Source: an optimization exercise on an open RTL-to-GDS flow (aim: a short achievable clock period and few clock cycles). Production flows keep margins and buffers that such runs may drop.
Function was checked by simulation only, so behaviour that the tests miss may differ from the original.
Power is estimated from default activity; no workload was simulated.

===== flow/design.v =====
module fetch_decode (
    input  [31:0]  in,
    output [164:0] dec
);
    logic [6:0] op;
    logic [4:0] rd, rs1, rs2;
    logic [2:0] f3;
    logic       f7b5;
    assign op   = in[6:0];
    assign rd   = in[11:7];
    assign f3   = in[14:12];
    assign rs1  = in[19:15];
    assign rs2  = in[24:20];
    assign f7b5 = in[30];
    logic is_lui, is_auipc, is_jal, is_jalr, is_branch, is_load, is_store, is_opimm, is_op, is_alu;
    assign is_lui    = op == 7'b0110111;
    assign is_auipc  = op == 7'b0010111;
    assign is_jal    = op == 7'b1101111;
    assign is_jalr   = op == 7'b1100111;
    assign is_branch = op == 7'b1100011;
    assign is_load   = op == 7'b0000011;
    assign is_store  = op == 7'b0100011;
    assign is_opimm  = op == 7'b0010011;
    assign is_op     = op == 7'b0110011;
    assign is_alu    = is_op | is_opimm;
    logic uses1, uses2;
    assign uses1 = is_jalr | is_branch | is_load | is_store | is_alu;
    assign uses2 = is_branch | is_op;
    logic [31:0] oh1, oh2;
    always_comb
        for (int i = 0; i < 32; i++) begin
            oh1[i] = i != 0 && rs1 == i;
            oh2[i] = i != 0 && rs2 == i;
        end
    logic writes;
    assign writes = (is_lui | is_auipc | is_jal | is_jalr | is_load | is_alu) && rd != 5'd0;
    logic is_sfb;
    assign is_sfb = is_branch && in[31:25] == 7'b0 && in[11:7] == 5'b01000;
    logic [31:0] imm;
    always_comb begin
        if (is_store)
            imm = {{21{in[31]}}, in[30:25], in[11:7]};
        else if (is_branch)
            imm = {{20{in[31]}}, in[7], in[30:25], in[11:8], 1'b0};
        else if (is_lui | is_auipc)
            imm = {in[31:12], 12'b0};
        else if (is_jal)
            imm = {{12{in[31]}}, in[19:12], in[20], in[30:21], 1'b0};
        else
            imm = {{21{in[31]}}, in[30:20]};
    end
    logic is_sub;
    assign is_sub = is_op && f3 == 3'b000 && f7b5;
    assign dec = {
        uses1, uses2, oh1, oh2,
        is_lui, is_auipc, is_jal, is_jalr, is_branch, is_load, is_store,
        writes, is_sfb,
        is_alu && f3 == 3'b001,                                   
        is_alu && f3 == 3'b101,                                   
        is_branch | is_load | is_store | is_alu,                  
        is_branch | is_op,                                        
        is_jal | is_jalr,                                         
        imm, f3,
        is_sub,
        (!is_alu || f3 == 3'b000) && !is_sub,                     
        is_alu && f3 == 3'b010,                                   
        is_alu && f3 == 3'b011,                                   
        f7b5,                                                     
        is_alu && (f3 == 3'b110 || f3 == 3'b111),                 
        is_alu && (f3 == 3'b100 || f3 == 3'b110),                 
        is_alu && (f3 == 3'b100 || f3 == 3'b110),                 
        f3 == 3'b111, f3 == 3'b110, f3 == 3'b101,                 
        f3 == 3'b100, f3 == 3'b001, f3 == 3'b000,                 
        in
    };
endmodule
module riscv_core (
    input  clock,
    input  reset,
    output [31:0] bus_address,
    input  [31:0] bus_read_data,
    output [31:0] bus_write_data,
    output [3:0]  bus_byte_enable,
    output        bus_read_enable,
    output        bus_write_enable,
    input  [31:0] inst,
    output [31:0] pc
);
    localparam [29:0] RESET_PC = 30'h00100000;  
    function automatic logic [31:0] onehot5(input logic [4:0] v);
        onehot5 = 32'b1 << v;
    endfunction
    logic [31:2] pc_f;
    logic [31:0] idx_f;       
    logic [1:0]  btb_ctr [0:31];
    logic [15:2] btb_tgt [0:31];
    logic [31:8] lb_region;
    logic        lb_v   [0:31];
    logic        lb_t   [0:31];
    logic        lb_b   [0:31];   
    logic        lb_a   [0:31];   
    logic        lb_ai  [0:31];   
    logic        lb_nj  [0:31];   
    logic        lb_j   [0:31];   
    logic        lb_bq  [0:31];   
    logic        lb_pm  [0:31];   
    logic [31:0] lb_inst[0:31];
    logic        valid_d;
    logic        fused_d;     
    logic        fused2_d;    
    logic        pair_d;      
    logic        bne_d;       
    logic [31:0] oh3_d;       
    logic [4:0]  rs3_d;
    logic [31:2] bpc_d;       
    logic [31:0] bimm_d;      
    logic        stall_r;     
    logic [31:0] inst_d;
    logic [31:0] oh1_d, oh2_d;    
    logic [31:0] oh1h_d, oh2h_d;  
    logic [31:2] pc_d, pc4_d;
    logic        pt_d;        
    logic [1:0]  ctr_d;       
    logic [31:2] ptgt_d;      
    logic        valid_x;
    logic [31:0] opa_x, opb_x;    
    logic [31:0] sha_x;           
    logic [4:0]  shl_x, shr_x;    
    logic [31:0] sd_x, rs1v_x, imm_x;
    logic [31:0] c_x;             
    logic        cf_x;            
    logic        cz_x;
    logic        fused_x, fused2_x, bne_x;
    logic        is_sum_x;    
    logic        fs_l_x;      
    logic        fs_x_x, fc_x;   
    logic [31:2] pc_x, pc4_x, pcimm_x, ptgt_x;
    logic        tgt_ok_x;    
    logic        pt_x;
    logic [1:0]  ctr_x;
    logic        is_branch_x, is_jal_x, is_jalr_x, is_load_x, is_store_x, is_sfb_x;
    logic        wr_x;
    logic [4:0]  rd_x;
    logic [2:0]  f3_x;
    logic        op_add_x, op_sll_x, op_sr_x, op_sra_x, op_slt_x, op_sltu_x, sub_x;
    logic [3:0]  lut_x;       
    logic        c_eq_x, c_ne_x, c_lt_x, c_ge_x, c_ltu_x, c_geu_x;
    logic [31:0] res_m;
    logic        wr_m;
    logic [4:0]  rd_m;
    logic        re_m, we_m;
    logic        ld_m_sel;    
    logic [31:0] addr_m;      
    logic [31:0] wdata_m;
    logic [3:0]  be_m;
    logic [2:0]  f3_m;
    logic        mis_m;       
    logic [31:2] jt_m;        
    logic [31:2] tt_m, tn_m;  
    logic        tk_m, jl_m;  
    logic [31:2] tgt_m;
    logic [31:0] regs [1:31];
    logic        rz   [1:31];
    logic [31:0] res_w;
    logic [4:0]  rd_w;
    logic        wr_w;
    logic        upd_v;
    logic [4:0]  upd_idx;
    logic [15:2] upd_tgt;
    logic [1:0]  upd_ctr;
    logic [1:0]  upd_c;       
    logic        upd_j, upd_b, upd_tk;    
    assign pc = {pc_f, 2'b00};
    logic        f_taken;
    logic [31:2] f_tgt;
    logic [1:0]  f_ctr;
    logic [31:2] pc4_f;
    logic [15:2] f_tgtl;
    always_comb begin
        f_ctr  = 2'b00;
        f_tgtl = 14'b0;
        for (int i = 0; i < 32; i++) begin
            f_ctr  = f_ctr  | ({2{idx_f[i]}} & btb_ctr[i]);
            f_tgtl = f_tgtl | ({14{idx_f[i]}} & btb_tgt[i]);
        end
    end
    assign f_taken = f_ctr[1];
    assign f_tgt   = {pc_f[31:16], f_tgtl};
    assign pc4_f   = pc_f + 30'd1;
    logic [31:2] pc8_f;
    assign pc8_f   = pc_f + 30'd2;
    logic [31:0] nidx_f;
    logic [31:0] lb_e;
    assign nidx_f = {idx_f[30:0], idx_f[31]};
    always_comb begin
        lb_e = 32'b0;
        for (int i = 0; i < 32; i++)
            lb_e = lb_e | ({32{nidx_f[i]}} & lb_inst[i]);
    end
    logic in_region_f, fz_f, fuse_f;
    logic [30:0] fz;
    logic [30:0] lbh;
    logic        lbt_f, t_f;
    always_comb begin
        for (int i = 0; i < 31; i++) begin
            lbh[i] = lb_v[i] & lb_v[i + 1] & (lb_t[i] == lb_t[i + 1]);
            fz[i]  = lbh[i] & lb_b[i] & lb_a[i + 1];
        end
        fz_f  = 1'b0;
        lbt_f = 1'b0;
        for (int i = 0; i < 31; i++) begin
            fz_f  = fz_f  | (idx_f[i] & fz[i]);
            lbt_f = lbt_f | (idx_f[i] & lb_t[i]);
        end
    end
    assign in_region_f = pc_f[31:8] == lb_region;
    assign t_f         = in_region_f && lbt_f == pc_f[7];
    assign fuse_f      = fz_f && t_f && !f_taken;
    logic fz2_f, fuse2_f;
    logic [30:0] fz2;
    always_comb begin
        for (int i = 0; i < 31; i++)
            fz2[i] = lbh[i] & lb_ai[i] & lb_bq[i + 1] & lb_pm[i + 1];
        fz2_f = 1'b0;
        for (int i = 0; i < 31; i++)
            fz2_f = fz2_f | (idx_f[i] & fz2[i]);
    end
    assign fuse2_f = fz2_f && t_f;
    logic fz3_f, fuse3_f;
    logic [30:0] fz3;
    always_comb begin
        for (int i = 0; i < 31; i++)
            fz3[i] = lbh[i] & lb_nj[i] & lb_j[i + 1];
        fz3_f = 1'b0;
        for (int i = 0; i < 31; i++)
            fz3_f = fz3_f | (idx_f[i] & fz3[i]);
    end
    assign fuse3_f = fz3_f && t_f;
    logic [4:0]  rs3_f;
    logic        bne_f;
    logic [31:2] bpc_f;
    logic [31:0] bimm_f;
    assign rs3_f  = inst[19:15];
    assign bne_f  = fuse2_f ? lb_e[12] : inst[12];
    assign bpc_f  = fuse2_f || fuse3_f ? pc4_f : pc_f;
    logic sfbz_m, alu_m, addi_m, bq_m, nj_m, j_m;
    assign sfbz_m = inst[6:0] == 7'b1100011 && inst[14:13] == 2'b00 &&
                    inst[24:20] == 5'd0 && inst[31:25] == 7'b0 && inst[11:7] == 5'b01000;
    assign alu_m  = inst[6:0] == 7'b0110011 || inst[6:0] == 7'b0010011;
    assign addi_m = inst[11:7] != 5'd0 &&
                    (inst[14:12] == 3'b000 || inst[14:12] == 3'b100 || inst[14:13] == 2'b11) &&
                    (inst[6:0] == 7'b0010011 ||
                     (inst[6:0] == 7'b0110011 &&
                      (inst[31:25] == 7'b0 || (inst[31:25] == 7'b0100000 && inst[14:12] == 3'b000))));
    assign nj_m   = inst[6:0] != 7'b1100011 && inst[6:0] != 7'b1101111 && inst[6:0] != 7'b1100111;
    assign j_m    = inst[6:0] == 7'b1101111 && inst[11:7] == 5'd0;
    assign bq_m   = inst[6:0] == 7'b1100011 && inst[14:13] == 2'b00 &&
                    !(inst[31:25] == 7'b0 && inst[11:7] == 5'b01000);
    logic [164:0] dec_m, dec_l, dec_f;
    fetch_decode dec_mem (.in(inst), .dec(dec_m));
    fetch_decode dec_buf (.in(lb_e), .dec(dec_l));
    assign dec_f = fuse_f ? dec_l : dec_m;
    logic        uses1_f, uses2_f;
    logic [31:0] oh1_f, oh2_f;
    logic        is_lui_f, is_auipc_f, is_jal_f, is_jalr_f, is_branch_f, is_load_f, is_store_f;
    logic        writes_f, is_sfb_f, is_sll_f, is_sr_f, a_rs1_f, b_rs2_f, link_f;
    logic [31:0] imm_f;
    logic [2:0]  f3_f;
    logic        sub_f, op_add_f, op_slt_f, op_sltu_f, op_sra_f;
    logic [3:1]  lut_f;
    logic [5:0]  cond_f;
    logic [31:0] finst;   
    assign {uses1_f, uses2_f, oh1_f, oh2_f,
            is_lui_f, is_auipc_f, is_jal_f, is_jalr_f, is_branch_f, is_load_f, is_store_f,
            writes_f, is_sfb_f, is_sll_f, is_sr_f, a_rs1_f, b_rs2_f, link_f,
            imm_f, f3_f, sub_f, op_add_f, op_slt_f, op_sltu_f, op_sra_f, lut_f, cond_f,
            finst} = dec_f;
    logic [4:0] rs1_f, rs2_f;
    assign rs1_f = finst[19:15];
    assign rs2_f = finst[24:20];
    assign bimm_f = fuse2_f ? {{20{lb_e[31]}}, lb_e[7], lb_e[30:25], lb_e[11:8], 1'b0} :
                    fuse3_f ? {{12{lb_e[31]}}, lb_e[19:12], lb_e[20], lb_e[30:21], 1'b0} : imm_f;
    logic       is_lui_d, is_auipc_d, is_jal_d, is_jalr_d, is_branch_d, is_load_d, is_store_d;
    logic       writes_d, is_sfb_d, is_sll_d, is_sr_d, a_rs1_d, b_rs2_d, link_d;
    logic [31:0] imm_d;
    logic [2:0] f3_d;
    logic       sub_d, op_add_d, op_slt_d, op_sltu_d, op_sra_d;
    logic [3:1] lut_d;
    logic [5:0] cond_d;    
    logic [4:0] rd_d, rs1_d, rs2_d;
    assign rd_d  = inst_d[11:7];
    assign rs1_d = inst_d[19:15];
    assign rs2_d = inst_d[24:20];
    logic [31:2] pcimm_d;
    assign pcimm_d = bpc_d + bimm_d[31:2];
    logic [31:2] tco_d;
    logic        tok_d;
    assign tco_d = (bpc_d & bimm_d[31:2]) | ((bpc_d ^ bimm_d[31:2]) & ~ptgt_d);
    assign tok_d = (bpc_d ^ bimm_d[31:2] ^ ptgt_d) == {tco_d[30:2], 1'b0};
    logic [31:0] rf1_d, rf2_d;
    logic        rz3_d;
    always_comb begin
        rf1_d = 32'b0;
        rf2_d = 32'b0;
        rz3_d = 1'b0;
        for (int i = 1; i < 32; i++) begin
            rf1_d = rf1_d | ({{16{oh1h_d[i]}}, {16{oh1_d[i]}}} & regs[i]);
            rf2_d = rf2_d | ({{16{oh2h_d[i]}}, {16{oh2_d[i]}}} & regs[i]);
            rz3_d = rz3_d | (oh3_d[i] & rz[i]);
        end
    end
    logic hx1, hx2, hx3, hm1, hm2, hm3, wrx_x;
    assign hx1 = wrx_x && rd_x == rs1_d;
    assign hx2 = wrx_x && rd_x == rs2_d;
    assign hx3 = wrx_x && rd_x == rs3_d;
    assign hm1 = wr_m && rd_m == rs1_d;
    assign hm2 = wr_m && rd_m == rs2_d;
    assign hm3 = wr_m && rd_m == rs3_d;
    logic [31:0] result_x, mres_m;
    logic [31:0] r1_d, r2_d;
    assign r1_d = hx1 ? result_x : hm1 ? mres_m : rf1_d;
    assign r2_d = hx2 ? result_x : hm2 ? mres_m : rf2_d;
    logic [31:0] r3_d;
    logic hw3;
    assign hw3  = wr_w && rd_w == rs3_d;
    assign r3_d = hm3 ? mres_m : res_w;
    logic [31:0] opb_d;
    assign opb_d = b_rs2_d ? r2_d : link_d ? 32'b0 : imm_d;
    logic annul_x;
    logic c0_x;
    assign c0_x    = cf_x ? (fc_x ? res_m : c_x) == 32'b0 : cz_x;
    assign annul_x = fused_x && (bne_x ? !c0_x : c0_x);
    assign wrx_x   = valid_x && wr_x && !annul_x;
    logic [31:0] ld_m;
    logic [31:0] a_x, b_x, s_x;
    assign a_x = opa_x;
    assign b_x = opb_x;
    assign s_x = fs_l_x ? ld_m : fs_x_x ? res_m : sd_x;
    logic [31:0] sum_x, dif_x;
    assign sum_x = a_x + b_x;
    assign dif_x = a_x - b_x;
    logic eq_x, ltu_x, lt_x;
    logic [30:0] cl0, ce0;
    logic [15:0] cl1, ce1;
    logic [7:0]  cl2, ce2;
    logic [3:0]  cl3, ce3;
    logic [1:0]  cl4, ce4;
    logic        cl5, ce5;
    always_comb begin
        cl0 = ~a_x[30:0] & b_x[30:0];
        ce0 = ~(a_x[30:0] ^ b_x[30:0]);
        for (int i = 0; i < 15; i++) begin
            cl1[i] = cl0[2*i+1] | (ce0[2*i+1] & cl0[2*i]);
            ce1[i] = ce0[2*i+1] & ce0[2*i];
        end
        cl1[15] = cl0[30];
        ce1[15] = ce0[30];
        for (int i = 0; i < 8; i++) begin
            cl2[i] = cl1[2*i+1] | (ce1[2*i+1] & cl1[2*i]);
            ce2[i] = ce1[2*i+1] & ce1[2*i];
        end
        for (int i = 0; i < 4; i++) begin
            cl3[i] = cl2[2*i+1] | (ce2[2*i+1] & cl2[2*i]);
            ce3[i] = ce2[2*i+1] & ce2[2*i];
        end
        for (int i = 0; i < 2; i++) begin
            cl4[i] = cl3[2*i+1] | (ce3[2*i+1] & cl3[2*i]);
            ce4[i] = ce3[2*i+1] & ce3[2*i];
        end
        cl5 = cl4[1] | (ce4[1] & cl4[0]);    
        ce5 = ce4[1] & ce4[0];               
    end
    assign eq_x  = ce5 & ~(a_x[31] ^ b_x[31]);
    assign ltu_x = (~a_x[31] & b_x[31]) | (~(a_x[31] ^ b_x[31]) & cl5);
    assign lt_x  = (a_x[31] & ~b_x[31]) | (~(a_x[31] ^ b_x[31]) & cl5);
    logic [31:0] sll_x, sr_x;
    logic [63:0] sr64_x;
    assign sll_x  = sha_x << shl_x;
    assign sr64_x = {{32{op_sra_x & sha_x[31]}}, sha_x} >> shr_x;
    assign sr_x   = sr64_x[31:0];
    logic [31:0] lg_x;
    assign lg_x = ({32{lut_x[3]}} &  a_x &  b_x) | ({32{lut_x[2]}} &  a_x & ~b_x)
                | ({32{lut_x[1]}} & ~a_x &  b_x) | ({32{lut_x[0]}} & ~a_x & ~b_x);
    assign result_x = ({32{op_add_x}} & sum_x)
                    | ({32{sub_x}}    & dif_x)
                    | ({32{op_sll_x}} & sll_x)
                    | ({32{op_sr_x}}  & sr_x)
                    | lg_x
                    | {31'b0, (op_slt_x & lt_x) | (op_sltu_x & ltu_x)};
    logic cond_x;
    logic        feq_x, leq_x;
    assign feq_x = (a_x ^ b_x) == {(a_x[30:0] | b_x[30:0]), 1'b0};
    assign leq_x = lg_x == 32'b0;
    assign cond_x = fused2_x ? (sub_x ? eq_x : is_sum_x ? feq_x : leq_x) ^ bne_x :
                    (c_eq_x & eq_x) | (c_ne_x & ~eq_x) | (c_lt_x & lt_x) | (c_ge_x & ~lt_x)
                  | (c_ltu_x & ltu_x) | (c_geu_x & ~ltu_x);
    logic [31:0] jt_x;
    logic [31:0] j_x;
    assign j_x  = rs1v_x;
    assign jt_x = j_x + imm_x;
    logic        jc2_x;
    logic [29:0] ja_x, jb_x, jk_x, jco_x;
    logic        jok_x;
    assign jc2_x = (j_x[1] & imm_x[1]) | ((j_x[1] ^ imm_x[1]) & j_x[0] & imm_x[0]);
    assign ja_x  = j_x[31:2];
    assign jb_x  = imm_x[31:2];
    assign jk_x  = ptgt_x;
    assign jco_x = (ja_x & jb_x) | ((ja_x ^ jb_x) & ~jk_x);
    assign jok_x = (ja_x ^ jb_x ^ jk_x) == {jco_x[28:0], jc2_x};
    logic redirect_m;
    logic kill_j;
    logic sfb_ok_x, jmis_x, emis_x, redirect_x, kill_d;
    assign sfb_ok_x   = is_sfb_x && valid_d && !pt_d && !pair_d;
    assign jmis_x     = is_jalr_x && !(pt_x && jok_x);
    assign emis_x     = is_jal_x ? !(pt_x && tgt_ok_x) : pt_x && !is_branch_x && !is_jalr_x;
    assign kill_j     = valid_x && jmis_x;
    logic flush_t_x, flush_n_x;
    logic [31:2] tgt_t_x, tgt_n_x;
    assign flush_t_x  = valid_x && (emis_x || (is_branch_x && !sfb_ok_x && !(pt_x && tgt_ok_x)));
    assign flush_n_x  = valid_x && (emis_x || (is_branch_x && !sfb_ok_x && pt_x));
    assign tgt_t_x    = is_branch_x || is_jal_x ? pcimm_x : pc4_x;
    assign tgt_n_x    = is_jal_x ? pcimm_x : pc4_x;
    assign redirect_x = cond_x ? flush_t_x : flush_n_x;
    assign kill_d     = valid_x && sfb_ok_x && cond_x;
    assign redirect_m = mis_m;
    assign tgt_m      = jl_m ? jt_m : tk_m ? tt_m : tn_m;
    assign bus_address      = addr_m;
    assign bus_read_enable  = re_m;
    assign bus_write_enable = we_m;
    assign bus_write_data   = wdata_m;
    assign bus_byte_enable  = be_m;
    logic [31:0] ld_sh_m;
    assign ld_sh_m = bus_read_data >> {res_m[1:0], 3'b000};
    always_comb
        case (f3_m[1:0])
            2'b00:   ld_m = {{24{~f3_m[2] & ld_sh_m[7]}}, ld_sh_m[7:0]};
            2'b01:   ld_m = {{16{~f3_m[2] & ld_sh_m[15]}}, ld_sh_m[15:0]};
            default: ld_m = bus_read_data;
        endcase
    assign mres_m = ld_m_sel ? ld_m : res_m;
    logic stall_next;
    assign stall_next = !stall_r && valid_d && writes_d && !redirect_m &&
                        ((is_load_d &&
                          ((uses1_f && rs1_f == rd_d) || (uses2_f && rs2_f == rd_d) ||
                           (sfbz_m && inst[19:15] == rd_d))) ||
                         (inst[6:0] == 7'b1100111 && inst[19:15] == rd_d));
    logic [31:2] pcn_f;
    logic [31:0] idxn_f;
    assign pcn_f  = redirect_m ? tgt_m : stall_r ? pc_f :
                    f_taken ? f_tgt : fuse_f || fuse2_f || fuse3_f ? pc8_f : pc4_f;
    assign idxn_f = redirect_m ? onehot5(tgt_m[6:2]) : stall_r ? idx_f :
                    f_taken ? onehot5(f_tgtl[6:2]) :
                    fuse_f || fuse2_f || fuse3_f ? {idx_f[29:0], idx_f[31:30]} :
                                                   {idx_f[30:0], idx_f[31]};
    always_ff @(posedge clock or posedge reset)
        if (reset)
            pc_f <= RESET_PC;
        else
            pc_f <= pcn_f;
    always_ff @(posedge clock or posedge reset)
        if (reset)
            idx_f <= onehot5(RESET_PC[4:0]);
        else
            idx_f <= idxn_f;
    always_ff @(posedge clock or posedge reset)
        if (reset) begin
            valid_d <= 1'b0;
            stall_r <= 1'b0;
            valid_x <= 1'b0;
            re_m    <= 1'b0;
            we_m    <= 1'b0;
            wr_m    <= 1'b0;
            mis_m   <= 1'b0;
            upd_v   <= 1'b0;
        end else begin
            if (redirect_m || redirect_x || kill_j)
                valid_d <= 1'b0;
            else if (!stall_r)
                valid_d <= 1'b1;
            stall_r <= stall_next;
            valid_x <= valid_d && !stall_r && !redirect_x && !kill_d && !kill_j;
            re_m    <= valid_x && is_load_x;
            we_m    <= valid_x && is_store_x;
            wr_m    <= wrx_x;
            mis_m   <= redirect_x || kill_j;
            upd_v   <= valid_x && !is_sfb_x &&
                       (is_jal_x || is_branch_x || jmis_x || emis_x);
        end
    always_ff @(posedge clock)
        if (!stall_r) begin
            inst_d <= finst;
            fused_d  <= fuse_f;
            fused2_d <= fuse2_f;
            pair_d   <= fuse_f || fuse2_f || fuse3_f;
            bne_d    <= bne_f;
            oh3_d    <= onehot5(rs3_f) & 32'hFFFFFFFE;
            rs3_d    <= rs3_f;
            bpc_d    <= bpc_f;
            bimm_d   <= bimm_f;
            oh1_d  <= oh1_f;
            oh2_d  <= oh2_f;
            oh1h_d <= oh1_f & {32{uses1_f}};
            oh2h_d <= oh2_f & {32{uses2_f | is_store_f}};
            pc_d   <= pc_f;
            pc4_d  <= fuse2_f || fuse3_f ? pc8_f : pc4_f;
            pt_d   <= f_taken;
            ctr_d  <= f_ctr;
            ptgt_d <= f_tgt;
            is_lui_d    <= is_lui_f;
            is_auipc_d  <= is_auipc_f;
            is_jalr_d   <= is_jalr_f;
            is_branch_d <= is_branch_f || fuse2_f;
            is_jal_d    <= is_jal_f || fuse3_f;
            is_load_d   <= is_load_f;
            is_store_d  <= is_store_f;
            writes_d    <= writes_f;
            is_sfb_d    <= is_sfb_f;
            is_sll_d    <= is_sll_f;
            is_sr_d     <= is_sr_f;
            a_rs1_d     <= a_rs1_f;
            b_rs2_d     <= b_rs2_f;
            link_d      <= link_f;
            imm_d       <= imm_f;
            f3_d        <= f3_f;
            sub_d       <= sub_f;
            op_add_d    <= op_add_f;
            op_slt_d    <= op_slt_f;
            op_sltu_d   <= op_sltu_f;
            op_sra_d    <= op_sra_f;
            lut_d       <= lut_f;
            cond_d      <= cond_f;
        end
    always_ff @(posedge clock) begin
        opa_x   <= a_rs1_d ? r1_d :
                   is_lui_d ? 32'b0 : is_auipc_d ? {pc_d, 2'b00} : {pc4_d, 2'b00};
        opb_x   <= opb_d;
        sha_x   <= is_sll_d | is_sr_d ? r1_d : 32'b0;
        shl_x   <= is_sll_d ? opb_d[4:0] : 5'b0;
        shr_x   <= is_sr_d ? opb_d[4:0] : 5'b0;
        sd_x    <= hm2 ? mres_m : rf2_d;
        rs1v_x  <= hm1 ? mres_m : rf1_d;
        fs_x_x  <= hx2 && !is_load_x;
        fc_x    <= hx3;
        imm_x   <= imm_d;
        fs_l_x  <= hx2 && is_load_x;
        c_x     <= r3_d;
        cf_x    <= hx3 || hm3 || hw3;
        cz_x    <= rz3_d || oh3_d == 32'b0;
        fused_x <= fused_d;
        fused2_x <= fused2_d;
        is_sum_x <= op_add_d;
        bne_x   <= bne_d;
        pc_x    <= pc_d;
        pc4_x   <= pc4_d;
        pcimm_x <= pcimm_d;
        tgt_ok_x <= tok_d;
        pt_x    <= pt_d;
        ctr_x   <= ctr_d;
        ptgt_x  <= ptgt_d;
        is_branch_x <= is_branch_d;
        is_jal_x    <= is_jal_d;
        is_jalr_x   <= is_jalr_d;
        is_load_x   <= is_load_d;
        is_store_x  <= is_store_d;
        is_sfb_x    <= is_sfb_d && !pt_d;
        wr_x    <= writes_d;
        rd_x    <= rd_d;
        f3_x    <= f3_d;
        sub_x     <= sub_d;
        op_add_x  <= op_add_d;
        op_sll_x  <= is_sll_d;
        op_slt_x  <= op_slt_d;
        op_sltu_x <= op_sltu_d;
        op_sr_x   <= is_sr_d;
        op_sra_x  <= op_sra_d;
        lut_x[3]  <= lut_d[3];
        lut_x[2]  <= lut_d[2];
        lut_x[1]  <= lut_d[1];
        lut_x[0]  <= 1'b0;
        c_eq_x  <= cond_d[0];
        c_ne_x  <= cond_d[1];
        c_lt_x  <= cond_d[2];
        c_ge_x  <= cond_d[3];
        c_ltu_x <= cond_d[4];
        c_geu_x <= cond_d[5];
    end
    always_ff @(posedge clock) begin
        res_m  <= result_x;
        rd_m   <= rd_x;
        f3_m   <= f3_x;
        addr_m <= sum_x;
        ld_m_sel <= is_load_x;
        jt_m    <= jt_x[31:2];
        tt_m    <= tgt_t_x;
        tn_m    <= tgt_n_x;
        tk_m    <= cond_x;
        jl_m    <= is_jalr_x;
        case (f3_x[1:0])
            2'b00:   wdata_m <= {4{s_x[7:0]}};
            2'b01:   wdata_m <= {2{s_x[15:0]}};
            default: wdata_m <= s_x;
        endcase
        case (f3_x[1:0])
            2'b00:   be_m <= 4'b0001 << sum_x[1:0];
            2'b01:   be_m <= sum_x[1] ? 4'b1100 : 4'b0011;
            default: be_m <= 4'b1111;
        endcase
    end
    always_ff @(posedge clock)
        if (wr_m)
            regs[rd_m] <= mres_m;
    always_ff @(posedge clock) begin
        res_w <= mres_m;
        rd_w  <= rd_m;
        if (wr_w)
            rz[rd_w] <= res_w == 32'b0;
    end
    always_ff @(posedge clock or posedge reset)
        if (reset)
            wr_w <= 1'b0;
        else
            wr_w <= wr_m;
    always_ff @(posedge clock) begin
        upd_idx <= pc_x[6:2];
        upd_tgt <= is_jalr_x ? jt_x[15:2] : pcimm_x[15:2];
        upd_c   <= ctr_x;
        upd_j   <= is_jal_x || is_jalr_x;
        upd_b   <= is_branch_x;
        upd_tk  <= cond_x;
    end
    always_comb
        if (upd_j)
            upd_ctr = 2'b11;
        else if (!upd_b)
            upd_ctr = 2'b01;
        else if (upd_tk)
            upd_ctr = upd_c == 2'b11 ? 2'b11 : upd_c + 2'd1;
        else
            upd_ctr = upd_c == 2'b00 ? 2'b00 : upd_c - 2'd1;
    always_ff @(posedge clock or posedge reset)
        if (reset) begin
            lb_region <= RESET_PC[29:6];
            for (int i = 0; i < 32; i++) lb_v[i] <= 1'b0;
        end else if (!in_region_f) begin
            lb_region <= pc_f[31:8];
            for (int i = 0; i < 32; i++) lb_v[i] <= 1'b0;
        end else begin
            for (int i = 0; i < 32; i++) if (idx_f[i]) lb_v[i] <= 1'b1;
        end
    always_ff @(posedge clock)
        for (int i = 0; i < 32; i++)
            if (idx_f[i]) begin
                lb_pm[i] <= (lb_inst[(i + 31) % 32][11:7] == inst[19:15] && inst[24:20] == 5'd0) ||
                            (lb_inst[(i + 31) % 32][11:7] == inst[24:20] && inst[19:15] == 5'd0);
            end else if (idx_f[(i + 31) % 32]) begin
                lb_pm[i] <= (inst[11:7] == lb_inst[i][19:15] && lb_inst[i][24:20] == 5'd0) ||
                            (inst[11:7] == lb_inst[i][24:20] && lb_inst[i][19:15] == 5'd0);
            end
    always_ff @(posedge clock)
        for (int i = 0; i < 32; i++)
            if (idx_f[i]) begin
                lb_inst[i] <= inst;
                lb_t[i]    <= pc_f[7];
                lb_b[i]    <= sfbz_m;
                lb_a[i]    <= alu_m;
                lb_ai[i]   <= addi_m;
                lb_nj[i]   <= nj_m;
                lb_j[i]    <= j_m;
                lb_bq[i]   <= bq_m;
            end
    always_ff @(posedge clock or posedge reset)
        if (reset) begin
            for (int i = 0; i < 32; i++) btb_ctr[i] <= 2'b01;
        end else if (upd_v) begin
            btb_ctr[upd_idx] <= upd_ctr;
        end
    always_ff @(posedge clock)
        if (upd_v)
            btb_tgt[upd_idx] <= upd_tgt;
endmodule

===== flow/flow/run.sh =====
#!/bin/bash
# Standard layout, with timing repair aimed well below the 9 ns clock.
set -euo pipefail
bash standard.sh SETUP_SLACK_MARGIN=7.5 finish > standard_flow.log 2>&1

===== flow/standard.sh =====
#!/bin/bash
# synth_recipe.tcl (not shown) runs the flow's synth.tcl, then flattens the netlist and writes it again
# the make line also repeats each setting of config.mk as NAME=value (left out here)
make -C /OpenROAD-flow-scripts/flow DESIGN_CONFIG=/design/flow/config.mk WORK_HOME=/design/flow/orfs CLKGATE_MAP_FILE= SYNTH_SCRIPT=/design/flow/synth_recipe.tcl "${@:-finish}"

===== flow/config.mk =====
export PLATFORM = sky130hd
export DESIGN_NAME = riscv_core
export DESIGN_NICKNAME = riscv_core
export VERILOG_FILES = /design/flow/design.v
export SDC_FILE = /design/flow/constraint.sdc
export NUM_CORES = 8
export LEC_CHECK = 0
export ABC_CLOCK_PERIOD_IN_PS = 2500
export CAP_MARGIN = 40
export CORE_MARGIN = 2
export CORE_UTILIZATION = 40
export PLACE_DENSITY = 0.5
export SETUP_SLACK_MARGIN = 5
export SLEW_MARGIN = 40

===== flow/constraint.sdc =====
create_clock -name core_clock -period 9.0 [get_ports {clock}]
set_input_delay 1.8000 -clock core_clock [delete_from_list [all_inputs] [get_ports {clock}]]
set_output_delay 1.8000 -clock core_clock [all_outputs]
set_load 0.01 [all_outputs]

==> run notes, run 1 <==
# TYPE chip_impl_metric gauge
chip_impl_metric{name="synth.yosys.seq_area_share",unit=""} 0.648
chip_impl_metric{name="cts_hold_buffers",unit=""} 0
chip_impl_metric{name="grt_util_met2",unit=""} 0.626
chip_impl_metric{name="die_area",unit="um2"} 434000
chip_impl_info{name="crit_path_end_kind",value="flop"} 1
chip_impl_metric{name="synth.avg_cell_area",unit="um2"} 13.3
chip_impl_metric{name="coreArea",unit="um2"} 427000
chip_impl_metric{name="finalSetupViolCount",unit=""} 0
chip_impl_info{name="ctsRootBufferMaster",value="clkbuf_16"} 1
chip_impl_metric{name="clkSinkCount",unit=""} 3943
chip_impl_info{name="synth.area.top_cells",value="edfxtp_1, dfxtp_1, a22oi_1, xor2_1, a221oi_1"} 1
chip_impl_metric{name="drt-vias-per-instance",unit=""} 7.02
chip_impl_metric{name="ys_async_sr_fraction",unit=""} 0.0484
chip_impl_info{name="min-delay-path-class",value="reg -> reg"} 1
chip_impl_metric{name="place_hpwl",unit="um"} 495000
chip_impl_metric{name="cellPowerDensity",unit="nW/um2"} 268
chip_impl_metric{name="grt_use_met3",unit=""} 0.174
chip_impl_metric{name="whs",unit="ps"} 327
chip_impl_info{name="critical_path.startpoint_type",value="flop"} 1
chip_impl_metric{name="netlist_area",unit="um2"} 172000
chip_impl_info{name="synthDominantAreaCellType",value="edfxtp_1"} 1
chip_impl_metric{name="postSynthCellCount",unit=""} 12889
chip_impl_info{name="run_status",value="complete, no violations"} 1
chip_impl_metric{name="multiInputGateArea",unit="um2"} 71200
chip_impl_metric{name="cap_viol_max_count",unit=""} 0
chip_impl_metric{name="die_height",unit="um"} 659
chip_impl_metric{name="post_synth_num_cell_types",unit=""} 104
chip_impl_info{name="timing.hold.worst_endpoint",value="upd_idx[2]"} 1
chip_impl_info{name="worst_hold_startpoint",value="pc_x[2]"} 1
chip_impl_metric{name="reg2regPathDepth",unit=""} 16
chip_impl_metric{name="numCtsBuffers",unit=""} 426
chip_impl_metric{name="r2r_setup_slack",unit="ps"} 5300
chip_impl_metric{name="grt_start_max_net_pins",unit=""} 75
chip_impl_metric{name="post_detailed_routing_wire_length",unit="um"} 1010000
chip_impl_metric{name="cts-root-to-sink-buffers",unit=""} 4
chip_impl_metric{name="initial_core_util",unit=""} 0.402
chip_impl_metric{name="vias",unit=""} 152689
chip_impl_metric{name="synth.ff_latch_count",unit=""} 3943
chip_impl_info{name="gr-max-usage-layer",value="met2"} 1
chip_impl_metric{name="grt_overflow_total",unit=""} 0
chip_impl_metric{name="drive_gt1_frac",unit=""} 0.405
chip_impl_metric{name="ir_drop",unit="uV"} 294
chip_impl_metric{name="ioPinCount",unit=""} 168
chip_impl_metric{name="post-route-period-util",unit=""} 0.411
chip_impl_info{name="critPathKind",value="reg -> reg"} 1
chip_impl_metric{name="layout.filler_cells",unit=""} 32170
chip_impl_info{name="synthFlopType",value="edfxtp_1"} 1
chip_impl_metric{name="worst_slew_pin_slew",unit="ps"} 1090
chip_impl_metric{name="synth-warning-count",unit=""} 13
chip_impl_metric{name="gp_routability_congestion",unit=""} 0.985
chip_impl_metric{name="min_delay_path_depth",unit=""} 0
chip_impl_metric{name="grt_first_pass_wirelength",unit="um"} 1280000
chip_impl_metric{name="path_clk_slew",unit="ps"} 70
chip_impl_info{name="cts_tree",value="yes"} 1
chip_impl_metric{name="grt_util_met1",unit=""} 0.525
chip_impl_metric{name="critical_path_peak_fanout",unit=""} 5
chip_impl_metric{name="final.min_clock_period",unit="ps"} 3700
chip_impl_metric{name="layout.area.seq",unit="um2"} 112000
chip_impl_metric{name="drtAntennaViolNets",unit=""} 0
chip_impl_metric{name="die_extent_in_x",unit="um"} 659
chip_impl_metric{name="per_cell_routed_wire_length",unit="um"} 46.3
chip_impl_metric{name="syn_to_final_growth",unit="%"} 46.9
chip_impl_metric{name="finalHoldViolCount",unit=""} 0
chip_impl_info{name="timing.rr.end",value="pc_f[10]"} 1
chip_impl_metric{name="leakagePower",unit="nW"} 91.0
chip_impl_metric{name="drt_first_iter_violations",unit=""} 28636
chip_impl_info{name="leading_cell_types_by_count_after_synthesis",value="edfxtp_1, a22oi_1, nor2_1"} 1
chip_impl_metric{name="report.final.slew_viol_count",unit=""} 0
chip_impl_info{name="setup_repair_after_global_routing_missed_its_margin",value="true"} 1
chip_impl_metric{name="pre_cts_ws",unit="ps"} 3400
chip_impl_metric{name="summed_negative_setup_slack_over_all_endpoints",unit="ps"} 0
chip_impl_metric{name="detail_route.drc_violations",unit=""} 0
chip_impl_metric{name="antenna_found_initial",unit=""} 79
chip_impl_metric{name="worst_ep_arrival_time",unit="ps"} 4630
chip_impl_metric{name="cts-htree-levels",unit=""} 5
chip_impl_metric{name="core.rowCount",unit=""} 240
chip_impl_metric{name="synth_top_area_frac",unit=""} 0.546
chip_impl_metric{name="design.final.nets",unit=""} 15942
chip_impl_info{name="r2r-start",value="idx_f[2]"} 1
chip_impl_metric{name="post-layout-total-power",unit="mW"} 67.5
chip_impl_metric{name="skew",unit="ps"} 96.0
chip_impl_info{name="synth_most_common_cell",value="edfxtp_1"} 1
chip_impl_metric{name="worst_path_setup_slack_after_routing",unit="ps"} 5300
chip_impl_metric{name="maxClockFrequency",unit="MHz"} 270
chip_impl_metric{name="clk_latency",unit="ps"} 1070
chip_impl_metric{name="io_buffers",unit=""} 165
chip_impl_metric{name="grt_util_all_layers",unit=""} 0.437
chip_impl_metric{name="utilization",unit=""} 0.590
chip_impl_metric{name="cp_data_required_time",unit="ps"} 9930
chip_impl_metric{name="slew_headroom",unit=""} 0.270
chip_impl_metric{name="first_global_vias",unit=""} 140192
chip_impl_metric{name="number_of_flops_mapped_to_enable_cells_by_yosys",unit=""} 3121
chip_impl_metric{name="detail_route.first_pass.iterations",unit=""} 22
==> flip-flops by register name (all words and copies together), names as in the netlist, 64 cells and up <==
name and flops:
btb_ctr 64, btb_tgt 448, lb_inst 1024, regs 992
==> worst max-delay path by stage <==
stage                            startpoint        end  cells past startpoint
after detailed placement  bus_read_data[23]  sha_x[29]                     12
after floorplan                     stall_r   pc_f[28]                      8
after CTS                           pc_f[7]      pc[7]                      2
final                              idx_f[2]   pc_f[10]                     16
after global routing              opb_x[11]  opa_x[25]                     13
after global placement    bus_read_data[23]  sha_x[29]                     12
==> layout by cell type (no fill, tap or decap), types with 75 or more instances in the layout <==
cell / Yosys / routed
buf_6: 4 / 736
nand3_1: 292 / 216
inv_1: 291 / 200
nor4_1: 168 / 97
nor2_4: 0 / 217
buf_4: 19 / 1062
a22oi_2: 0 / 82
dfrtp_1: 156 / 94
nor2_1: 746 / 422
clkbuf_1: 643 / 110
a21oi_2: 2 / 126
buf_16: 0 / 451
nand2_1: 556 / 394
a221oi_2: 1 / 111
a22o_1: 388 / 378
buf_8: 0 / 158
mux2_2: 218 / 112
mux2_4: 0 / 148
dfxtp_1: 631 / 442
clkbuf_16: 0 / 503
a21oi_4: 0 / 107
nor3_1: 347 / 244
dfxtp_2: 0 / 101
edfxtp_1: 3121 / 3121
buf_12: 0 / 564
a221oi_1: 461 / 325
ha_1: 187 / 125
a21oi_1: 388 / 164
nand2_2: 0 / 75
a22oi_1: 940 / 858
nand4_1: 353 / 353
o21ai_1: 4 / 100
o21ai_0: 301 / 85
xor2_1: 662 / 607
xnor2_1: 321 / 247
dfxtp_4: 0 / 88
mux2i_1: 196 / 155
a222oi_1: 91 / 91
nor2_2: 1 / 109
==> final cells by class <==
class | instances | area share
repair inverters | 14 | 0.000894
clock buffers | 567 | 0.0462
repair buffers | 3143 | 0.183
well taps | 5687 | 0.0282
inverters | 296 | 0.00562
multi-input cells | 7804 | 0.282
flip-flops and latches | 3943 | 0.444
diodes | 65 | 0.000645
clock inverters | 229 | 0.00961
==> stage by stage <==
| stage | std cells | cell area, um2 |
|---|---|---|
| after floorplan | 12890 | 172000 |
| after global placement | 18268 | 181000 |
| after detailed placement | 18297 | 182000 |
| after CTS | 21079 | 240000 |
| after global routing | 21693 | 252000 |
| final | 21748 | 252000 |
==> cells by family after synthesis <==
logic type / Yosys count / synth area share
AO/OA/AOI/OAI: 3080 / 0.134
XOR/XNOR: 983 / 0.0502
adder cells (fa/ha/maj): 248 / 0.0208
buffers and inverters: 1209 / 0.0279
flip-flops: 3943 / 0.648
multiplexers: 473 / 0.0334
other: 1 / 0.0000219
AND/OR/NAND/NOR: 2952 / 0.0858
==> critical path, cell delays in order, from the launching register on <==
cell      delay (ps)
dfrtp_4          570
buf_12           170
buf_12           140
a22oi_2          150
nand4_1          160
nor3_2           280
and2_4           210
buf_12           150
o21ai_4          100
a21o_4           250
buf_12           150
buf_12           140
mux2i_4          200
buf_6            180
or2_4            250
o311ai_2         260
o211ai_1         160
==> repair_timing <==
action	in CTS	in global routing
endpoints found under the setup margin	6238	4664
gates resized for setup	5267	1300
gates cloned	456	68
buffers inserted	1530	528
pin swaps	958	681
==> metal layers <==
metal | vias up | wire, um
li1 | 56193 | -
met1 | 76651 | 335000
met2 | 15077 | 411000
met3 | 4706 | 151000
met4 | 62 | 108000
met5 | - | 1660
==> report_power, final <==
part	leakage, nW	total (mW)	internal (mW)	switching (mW)
Clock	6.83	18.1	10.3	7.87
Sequential	37.1	24.3	22.4	1.92
Combinational	47.1	25.0	10.2	14.8
Total	91.0	67.5	42.9	24.6
Testbench counts, summed over its fixed seeds: cycles 116,679.
==> run 2: changes to the inputs <==
==> flow/flow/run.sh (replaced) <==
#!/bin/bash
# Standard layout, with timing repair aimed well below the 9 ns clock.
set -euo pipefail
bash standard.sh SETUP_SLACK_MARGIN=6.5 finish > standard_flow.log 2>&1
--- a/flow/config.mk
+++ b/flow/config.mk
@@ -9,6 +9,6 @@
 export CAP_MARGIN = 40
 export CORE_MARGIN = 2
 export CORE_UTILIZATION = 40
-export PLACE_DENSITY = 0.5
+export PLACE_DENSITY = 0.45
 export SETUP_SLACK_MARGIN = 5
 export SLEW_MARGIN = 40
==> run notes, run 2 <==
# TYPE chip_impl_metric gauge
chip_impl_info{name="run_status",value="complete, no violations"} 1
chip_impl_metric{name="cp_data_required_time",unit="ps"} 9890
chip_impl_metric{name="switching_share",unit=""} 0.362
chip_impl_info{name="setup_repair_after_global_routing_missed_its_margin",value="true"} 1
chip_impl_metric{name="postSynthCellCount",unit=""} 12889
chip_impl_info{name="synthFlopType",value="edfxtp_1"} 1
chip_impl_metric{name="ir_drop",unit="uV"} 248
chip_impl_metric{name="report.final.slew_viol_count",unit=""} 0
chip_impl_metric{name="gp_routability_congestion",unit=""} 0.961
chip_impl_metric{name="critical_path_buf_inv_count",unit=""} 5
chip_impl_metric{name="design.final.nets",unit=""} 15024
chip_impl_metric{name="clk_latency",unit="ps"} 1040
chip_impl_info{name="reg_top3",value="lb_inst (1024), regs (992), btb_tgt (448)"} 1
chip_impl_metric{name="first_global_vias",unit=""} 133470
chip_impl_info{name="synthDominantAreaCellType",value="edfxtp_1"} 1
chip_impl_metric{name="vias",unit=""} 141282
chip_impl_metric{name="critPathMaxStageDelay",unit="ps"} 480
chip_impl_metric{name="synth-simple-area-share",unit=""} 0.0858
chip_impl_info{name="most_frequent_cell_on_critical_path",value="buf_6"} 1
chip_impl_metric{name="detail_route.first_pass.iterations",unit=""} 10
chip_impl_metric{name="post_detailed_routing_wire_length",unit="um"} 944000
chip_impl_metric{name="worst_ep_arrival_time",unit="ps"} 4580
chip_impl_info{name="critPathSlowestCell",value="a2111o_1"} 1
chip_impl_info{name="synth.area.top_cells",value="edfxtp_1, dfxtp_1, a22oi_1, xor2_1, a221oi_1"} 1
chip_impl_metric{name="netlist_area",unit="um2"} 172000
chip_impl_metric{name="die_area",unit="um2"} 434000
chip_impl_metric{name="per_cell_routed_wire_length",unit="um"} 45.4
chip_impl_metric{name="cts_hold_buffers",unit=""} 0
chip_impl_metric{name="grt_first_pass_wirelength",unit="um"} 1230000
chip_impl_metric{name="number_of_flops_mapped_to_enable_cells_by_yosys",unit=""} 3121
chip_impl_metric{name="cellPowerDensity",unit="nW/um2"} 282
chip_impl_metric{name="finalSetupViolCount",unit=""} 0
chip_impl_metric{name="cts-root-to-sink-buffers",unit=""} 4
chip_impl_metric{name="finalHoldViolCount",unit=""} 0
chip_impl_info{name="critical-path-top-delay-family",value="compound AO/OA/AOI/OAI gates"} 1
chip_impl_info{name="ctsRootBufferMaster",value="clkbuf_16"} 1
chip_impl_metric{name="synthAdderAreaFrac",unit=""} 0.0208
chip_impl_metric{name="drt_first_iter_violations",unit=""} 24420
chip_impl_info{name="synth_most_common_cell",value="edfxtp_1"} 1
chip_impl_metric{name="area_share_of_xor_xnor_cells_in_the_synthesized_design",unit=""} 0.0502
chip_impl_metric{name="leakagePower",unit="nW"} 82.5
chip_impl_metric{name="detail_route.drc_violations",unit=""} 0
chip_impl_metric{name="grt_start_max_net_pins",unit=""} 99
chip_impl_metric{name="largest_reg_flops",unit=""} 1024
chip_impl_metric{name="pwr-share-comb",unit=""} 0.354
chip_impl_metric{name="total_switching_power",unit="mW"} 23.8
chip_impl_metric{name="wl_met1",unit="um"} 344000
chip_impl_info{name="leading_cell_types_by_count_after_synthesis",value="edfxtp_1, a22oi_1, nor2_1"} 1
chip_impl_metric{name="synth.avg_cell_area",unit="um2"} 13.3
chip_impl_metric{name="place_hpwl",unit="um"} 504000
chip_impl_metric{name="drt-vias-per-instance",unit=""} 6.79
chip_impl_metric{name="grt_util_all_layers",unit=""} 0.419
chip_impl_metric{name="maxClockFrequency",unit="MHz"} 271
chip_impl_metric{name="worst_slew_pin_slew",unit="ps"} 971
chip_impl_metric{name="die_extent_in_x",unit="um"} 659
chip_impl_metric{name="cap_viol_max_count",unit=""} 0
chip_impl_metric{name="critical_path_peak_fanout",unit=""} 6
chip_impl_metric{name="met3_length",unit="um"} 111000
chip_impl_metric{name="clkSinkCount",unit=""} 3943
chip_impl_metric{name="core.rowCount",unit=""} 240
chip_impl_metric{name="post-route-period-util",unit=""} 0.410
chip_impl_metric{name="io_buffers",unit=""} 165
chip_impl_metric{name="skew",unit="ps"} 61.9
chip_impl_info{name="critPathKind",value="reg -> reg"} 1
chip_impl_metric{name="slew_headroom",unit=""} 0.353
chip_impl_metric{name="die_height",unit="um"} 659
chip_impl_metric{name="ys_async_sr_fraction",unit=""} 0.0484
chip_impl_metric{name="pre_cts_ws",unit="ps"} 3160
chip_impl_metric{name="drtAntennaViolNets",unit=""} 0
chip_impl_metric{name="synth-warning-count",unit=""} 13
chip_impl_metric{name="cts-htree-levels",unit=""} 5
chip_impl_metric{name="synth.mux.area_fraction",unit=""} 0.0334
chip_impl_info{name="crit_path_end_kind",value="flop"} 1
chip_impl_metric{name="initial_core_util",unit=""} 0.402
chip_impl_metric{name="detailroute.wirelength.met2",unit="um"} 405000
chip_impl_info{name="cts_tree",value="yes"} 1
chip_impl_metric{name="path_clk_slew",unit="ps"} 60
chip_impl_info{name="largest_register_by_flop_count",value="lb_inst"} 1
chip_impl_info{name="min-delay-path-class",value="reg -> reg"} 1
chip_impl_info{name="crit_path_cell_trace",value="inv_1 > ha_1 > nor2b_1 > or2_2 > nor2_1 > nor2_1 > a2111o_1 > buf_6 > buf_6 > buf_6 > a311oi_4 > o221ai_2 > a311oi_4 > buf_12 > o21ai_2 > a22o_1"} 1
chip_impl_metric{name="synth_top_area_frac",unit=""} 0.546
chip_impl_metric{name="worst_path_setup_slack_after_routing",unit="ps"} 5310
chip_impl_info{name="highest-signal-layer",value="met5"} 1
chip_impl_info{name="layout_commonest_cell",value="edfxtp_1"} 1
chip_impl_info{name="layout.cells.most_common_list",value="edfxtp_1, buf_4, a22oi_1, xor2_1, buf_6"} 1
chip_impl_metric{name="power.sequential.fraction",unit=""} 0.368
chip_impl_metric{name="ioPinCount",unit=""} 168
chip_impl_metric{name="numCtsBuffers",unit=""} 434
chip_impl_metric{name="coreArea",unit="um2"} 427000
chip_impl_metric{name="synth.ff_latch_count",unit=""} 3943
chip_impl_metric{name="synth_compound_area_frac",unit=""} 0.134
chip_impl_metric{name="internal_power",unit="mW"} 41.9
chip_impl_metric{name="grt_overflow_total",unit=""} 0
chip_impl_metric{name="drive_gt1_frac",unit=""} 0.347
chip_impl_metric{name="syn_to_final_growth",unit="%"} 35.7
chip_impl_metric{name="antenna_found_initial",unit=""} 60
chip_impl_metric{name="post_synth_num_cell_types",unit=""} 104
chip_impl_info{name="combinational_family_with_the_most_area_after_synthesis",value="compound AO/OA/AOI/OAI gates"} 1
chip_impl_metric{name="synth.yosys.seq_area_share",unit=""} 0.648
chip_impl_metric{name="final.min_clock_period",unit="ps"} 3690
chip_impl_info{name="critical_path.startpoint_type",value="flop"} 1
chip_impl_metric{name="summed_negative_setup_slack_over_all_endpoints",unit="ps"} 0
chip_impl_metric{name="p_clk_frac",unit=""} 0.278
run 2: cell counts after synthesis:
No cell type changed its count.
run 2: final cells by class:
type | instances | area (um2)
antenna | 44 | 110
clock buffer | 584 | 12000
clock inverter | 223 | 2220
fill | 34876 | 194000
inverter | 296 | 1200
multi-input combinational | 7797 | 69300
sequential | 3943 | 112000
tap | 5687 | 7120
timing repair buffer | 2238 | 29100
run 2: logic make-up (layout without fill, tap and decap cells):
family,Yosys count,in the layout
buffers and inverters,1209,3341
DFF,3943,3943
xor gates and xnor gates,983,983
AOI/OAI and AO/OA,3080,3089
and+or+nand+nor,2952,2967
muxes,473,508
adders and majority gates,248,248
other,1,46
run 2: worst register-to-register path: cells and delay by family (launching register included):
kind | cells | cell delay, ps
flip-flops | 1 | 430
adder cells (fa/ha/maj) | 1 | 210
buffers and inverters | 5 | 660
AO/OA/AOI/OAI | 6 | 1500
AND/OR/NAND/NOR | 4 | 790
run 2: per-layer routing:
| metal | up-vias | track usage |
|---|---|---|
| li1 | 54140 | - |
| met1 | 72515 | 0.533 |
| met2 | 11481 | 0.627 |
| met3 | 3116 | 0.112 |
| met4 | 30 | 0.286 |
| met5 | - | 0 |
run 2: per-stage QoR:
| step | utilization | instances | instance area (um2) | hold WS [ps] | total power [mW] |
|---|---|---|---|---|---|
| floorplan | - | 12890 | 172000 | 310 | 29.9 |
| global placement | 0.424 | 18243 | 181000 | 318 | 37.2 |
| detailed placement | 0.426 | 18279 | 182000 | 312 | 37.4 |
| CTS | 0.527 | 20413 | 225000 | 336 | 63.1 |
| global route | 0.545 | 20784 | 233000 | 340 | 66.7 |
| finish | 0.545 | 20812 | 233000 | 332 | 65.7 |
run 2: what timing repair did:
action | 4_1_cts | 5_1_grt
gates resized for setup | 3634 | 1009
buffers inserted | 1095 | 325
pin swaps | 705 | 562
cloned | 232 | 28
setup endpoints to repair | 3345 | 2084
run 2: path summary, 6_finish.rpt:
kind | startpoint | endpoint | slack (ps) | depth (start not counted)
max reg2reg | opb_x[14] | opb_x[24] | 5310 | 16
max | opb_x[14] | opb_x[24] | 5310 | 16
min in group asynchronous | reset | idx_f[13] | 1530 | 3
min | pc_x[3] | upd_idx[3] | 330 | 0
max in group asynchronous | reset | pc_f[19] | 6620 | 4
min reg2reg | pc_x[3] | upd_idx[3] | 330 | 0
run 2: power by group through the flow:
stage	clock network, mW	registers [mW]	logic [mW]
2_1_floorplan	0	23.8	6.14
3_3_place_gp	0	24.6	12.6
3_5_place_dp	0	24.6	12.8
4_1_cts	18.3	24.1	20.7
5_1_grt	19.0	24.3	23.4
6_report	18.3	24.2	23.3
==> run 3: changes to the inputs <==
--- a/flow/config.mk
+++ b/flow/config.mk
@@ -9,6 +9,6 @@
 export CAP_MARGIN = 40
 export CORE_MARGIN = 2
 export CORE_UTILIZATION = 40
-export PLACE_DENSITY = 0.45
+export PLACE_DENSITY = 0.55
 export SETUP_SLACK_MARGIN = 5
 export SLEW_MARGIN = 40
==> run notes, run 3 <==
# TYPE chip_impl_metric gauge
chip_impl_metric{name="ir_drop",unit="uV"} 235
chip_impl_metric{name="coreArea",unit="um2"} 427000
chip_impl_metric{name="cts-root-to-sink-buffers",unit=""} 4
chip_impl_metric{name="grt_start_max_net_pins",unit=""} 80
chip_impl_metric{name="critPathMaxStageDelay",unit="ps"} 480
chip_impl_metric{name="detailroute.wirelength.met2",unit="um"} 366000
chip_impl_info{name="critPathKind",value="reg -> reg"} 1
chip_impl_metric{name="core.rowCount",unit=""} 240
chip_impl_metric{name="per_cell_routed_wire_length",unit="um"} 42.9
chip_impl_info{name="r2r-start",value="res_m[8]"} 1
chip_impl_metric{name="worst_ep_arrival_time",unit="ps"} 4530
chip_impl_metric{name="die_extent_in_x",unit="um"} 659
chip_impl_info{name="cp-startpoint",value="res_m[8]"} 1
chip_impl_metric{name="synthAdderAreaFrac",unit=""} 0.0208
chip_impl_info{name="cts_tree",value="yes"} 1
chip_impl_info{name="timing.rr.end",value="shl_x[4]"} 1
chip_impl_info{name="min-delay-path-class",value="reg -> reg"} 1
chip_impl_metric{name="utilization",unit=""} 0.537
chip_impl_info{name="crit_path_cell_trace",value="nor4_2 > nand3_1 > o21ai_4 > a41oi_2 > xnor2_2 > a21oi_4 > buf_6 > buf_6 > and3_4 > buf_6 > mux2i_2 > a2bb2oi_2 > nor2b_1"} 1
chip_impl_info{name="layout_commonest_cell",value="edfxtp_1"} 1
chip_impl_metric{name="wl_met1",unit="um"} 304000
chip_impl_metric{name="synth_compound_area_frac",unit=""} 0.134
chip_impl_metric{name="cap_viol_max_count",unit=""} 0
chip_impl_metric{name="reg2regPathDepth",unit=""} 13
chip_impl_metric{name="place_hpwl",unit="um"} 483000
chip_impl_info{name="synthFlopType",value="edfxtp_1"} 1
chip_impl_info{name="setup_repair_after_global_routing_missed_its_margin",value="true"} 1
chip_impl_metric{name="grt_overflow_total",unit=""} 0
chip_impl_metric{name="skew",unit="ps"} 103
chip_impl_metric{name="finalSetupViolCount",unit=""} 0
chip_impl_info{name="highest-signal-layer",value="met5"} 1
chip_impl_metric{name="clk_latency",unit="ps"} 1080
chip_impl_metric{name="path_clk_slew",unit="ps"} 60
chip_impl_metric{name="cts-htree-levels",unit=""} 5
chip_impl_metric{name="maxClockFrequency",unit="MHz"} 273
chip_impl_metric{name="first_global_vias",unit=""} 133104
chip_impl_metric{name="leakagePower",unit="nW"} 80.9
chip_impl_info{name="most_frequent_cell_on_critical_path",value="buf_6"} 1
chip_impl_metric{name="report.final.slew_viol_count",unit=""} 0
chip_impl_metric{name="layout.cell_area.non_filler",unit="um2"} 229000
chip_impl_info{name="largest_register_by_flop_count",value="lb_inst"} 1
chip_impl_metric{name="whs",unit="ps"} 328
chip_impl_info{name="synthDominantAreaCellType",value="edfxtp_1"} 1
chip_impl_metric{name="number_of_flops_mapped_to_enable_cells_by_yosys",unit=""} 3121
chip_impl_info{name="critPathSlowestCell",value="dfxtp_2"} 1
chip_impl_info{name="crit_path_end_kind",value="flop"} 1
chip_impl_metric{name="postSynthCellCount",unit=""} 12889
chip_impl_metric{name="worst_slew_pin_slew",unit="ps"} 1060
chip_impl_metric{name="netlist_area",unit="um2"} 172000
chip_impl_metric{name="gp_routability_congestion",unit=""} 1.00
chip_impl_metric{name="io_buffers",unit=""} 165
chip_impl_metric{name="die_area",unit="um2"} 434000
chip_impl_metric{name="detail_route.first_pass.iterations",unit=""} 13
chip_impl_info{name="synth.area.top_cells",value="edfxtp_1, dfxtp_1, a22oi_1, xor2_1, a221oi_1"} 1
chip_impl_info{name="layout.cells.most_common_list",value="edfxtp_1, buf_4, a22oi_1, xor2_1, buf_6"} 1
chip_impl_info{name="run_status",value="complete, no violations"} 1
chip_impl_metric{name="synth.avg_cell_area",unit="um2"} 13.3
chip_impl_metric{name="summed_negative_setup_slack_over_all_endpoints",unit="ps"} 0
chip_impl_metric{name="clkSinkCount",unit=""} 3943
chip_impl_info{name="leading_cell_types_by_count_after_synthesis",value="edfxtp_1, a22oi_1, nor2_1"} 1
chip_impl_metric{name="slew_headroom",unit=""} 0.294
chip_impl_metric{name="detail_route.drc_violations",unit=""} 0
chip_impl_metric{name="cellPowerDensity",unit="nW/um2"} 281
chip_impl_metric{name="synth.mux.area_fraction",unit=""} 0.0334
chip_impl_metric{name="r2r_setup_slack",unit="ps"} 5340
chip_impl_metric{name="synth_top_area_frac",unit=""} 0.546
chip_impl_metric{name="post-layout-total-power",unit="mW"} 64.4
chip_impl_metric{name="syn_to_final_growth",unit="%"} 33.7
chip_impl_metric{name="post_dp_cell_area",unit="um2"} 182000
chip_impl_metric{name="critical_path_peak_fanout",unit=""} 7
chip_impl_metric{name="ioPinCount",unit=""} 168
chip_impl_info{name="crit_path_end",value="shl_x[4]"} 1
chip_impl_info{name="critical_path.startpoint_type",value="flop"} 1
chip_impl_metric{name="cts_hold_buffers",unit=""} 0
chip_impl_metric{name="drt_first_iter_violations",unit=""} 27302
chip_impl_metric{name="grt_util_all_layers",unit=""} 0.388
chip_impl_metric{name="grt_first_pass_wirelength",unit="um"} 1160000
chip_impl_metric{name="drive_gt1_frac",unit=""} 0.337
chip_impl_metric{name="die_height",unit="um"} 659
chip_impl_metric{name="met3_length",unit="um"} 131000
chip_impl_metric{name="post_synth_num_cell_types",unit=""} 104
chip_impl_metric{name="cp_data_required_time",unit="ps"} 9870
chip_impl_info{name="ctsRootBufferMaster",value="clkbuf_16"} 1
chip_impl_metric{name="post-route-period-util",unit=""} 0.407
chip_impl_metric{name="final.min_clock_period",unit="ps"} 3660
chip_impl_metric{name="post_detailed_routing_wire_length",unit="um"} 886000
chip_impl_metric{name="antenna_found_initial",unit=""} 58
chip_impl_metric{name="synth-warning-count",unit=""} 13
chip_impl_metric{name="synth-simple-area-share",unit=""} 0.0858
chip_impl_metric{name="drt-vias-per-instance",unit=""} 6.91
chip_impl_metric{name="synth.yosys.seq_area_share",unit=""} 0.648
chip_impl_metric{name="vias",unit=""} 142592
chip_impl_metric{name="area_share_of_xor_xnor_cells_in_the_synthesized_design",unit=""} 0.0502
chip_impl_info{name="reg_top3",value="lb_inst (1024), regs (992), btb_tgt (448)"} 1
chip_impl_metric{name="largest_reg_flops",unit=""} 1024
chip_impl_info{name="synth_most_common_cell",value="edfxtp_1"} 1
chip_impl_metric{name="numCtsBuffers",unit=""} 415
chip_impl_info{name="combinational_family_with_the_most_area_after_synthesis",value="compound AO/OA/AOI/OAI gates"} 1
chip_impl_metric{name="drtAntennaViolNets",unit=""} 0
chip_impl_metric{name="layout.filler_cells",unit=""} 34426
chip_impl_metric{name="synth.ff_latch_count",unit=""} 3943
chip_impl_metric{name="ys_async_sr_fraction",unit=""} 0.0484
chip_impl_metric{name="initial_core_util",unit=""} 0.402
chip_impl_metric{name="design.final.nets",unit=""} 14889
chip_impl_metric{name="finalHoldViolCount",unit=""} 0
run 3: cell counts after synthesis:
Identical to the previous run, type by type.
run 3: per-layer routing:
| metal | up-vias | track usage |
|---|---|---|
| met1 | 71389 | 0.483 |
| met5 | - | 0.00299 |
| met4 | 50 | 0.276 |
| met2 | 13566 | 0.561 |
| met3 | 3750 | 0.137 |
| li1 | 53837 | - |
run 3: timing repair:
item,4_1_cts,5_1_grt
resized for setup,3536,963
setup endpoints to repair,3415,1927
endpoints found under the hold margin,0,0
setup buffers,984,324
cloned,206,39
pin swaps,712,475
run 3: how the worst min path moves through the flow:
| stage | startpoint | to | slack (ps) | depth (start not counted) |
|---|---|---|---|---|
| after floorplan | f3_x[2] | f3_m[2] | 310 | 0 |
| after global placement | ctr_x[0] | upd_c[0] | 310 | 0 |
| after detailed placement | pc_x[0] | upd_idx[0] | 310 | 0 |
| after CTS | pc_x[2] | upd_idx[2] | 330 | 0 |
| after global routing | pc_x[2] | upd_idx[2] | 330 | 0 |
| final | pc_x[2] | upd_idx[2] | 330 | 0 |
run 3: where the power goes:
| group | switching, mW | internal (mW) |
|---|---|---|
| registers | 1.81 | 22.4 |
| logic | 13.8 | 8.75 |
| clock network | 7.67 | 10.0 |
run 3: logic make-up after synthesis:
group,Yosys count
xor gates and xnor gates,983
DFF,3943
AOI/OAI and AO/OA,3080
other,1
and+or+nand+nor,2952
adders and majority gates,248
buffers and inverters,1209
muxes,473
run 3: critical path: cells and delay by family, from the launching register on:
kind | cells | cell delay (ps)
simple gates | 4 | 1140
xor+xnor | 1 | 210
compound gates | 4 | 1100
buf+inv | 3 | 340
mux | 1 | 210
flops | 1 | 480
run 3: area by class of cell:
class	instances	area (um2)	area share
clock buffer	567	11600	0.0506
multi-input combinational	7804	68300	0.298
tap	5687	7120	0.0310
inverter	296	1230	0.00535
timing repair inverter	1	8.76	0.0000382
sequential	3943	112000	0.487
clock inverter	203	2130	0.00928
timing repair buffer	2114	27200	0.119
antenna	33	82.6	0.000360
run 3: through the flow:
step,worst slack (ps),instances
final,5340,20648
after global routing,5320,20621
after CTS,5410,20252
after detailed placement,3370,18292
after global placement,2960,18258
after floorplan,1880,12890

==> port drivers added, routing unchanged <==
Ports are ideal in the flow. The routed layouts listed here were re-timed in OpenROAD.
Step 1: set_driving_cell puts a clkbuf_16 on clock and a buf_2 on each other input, an assumption about the parent block.
Step 2 adds t to the input delays and takes it off the output delays; t is the mean of the earliest and latest rising clock arrival at the registers after step 1. Input paths then give back, and output paths get back, about the clock's delay inside the block.
a / b / c = ideal ports / drivers / drivers and shift; a / b = the first two.
run | t, ns | setup slack, ns | hold slack, ns | worst data-port slew with drivers (ns)
run 1 | 1.158 | 5.299 / 5.251 / 4.546 | 0.327 / 0.327 / 0.327 | 0.52
run 2 | 1.137 | 5.314 / 5.314 / 4.381 | 0.332 / 0.332 / 0.332 | 0.39
run 3 | 1.147 | 5.338 / 5.328 / 4.403 | 0.328 / 0.328 / 0.328 | 0.33
After both steps setup and hold are still met in every run listed. The setup slack of run 3, which loses most, moves by -0.010 ns with the drivers and by -0.935 ns with both steps.
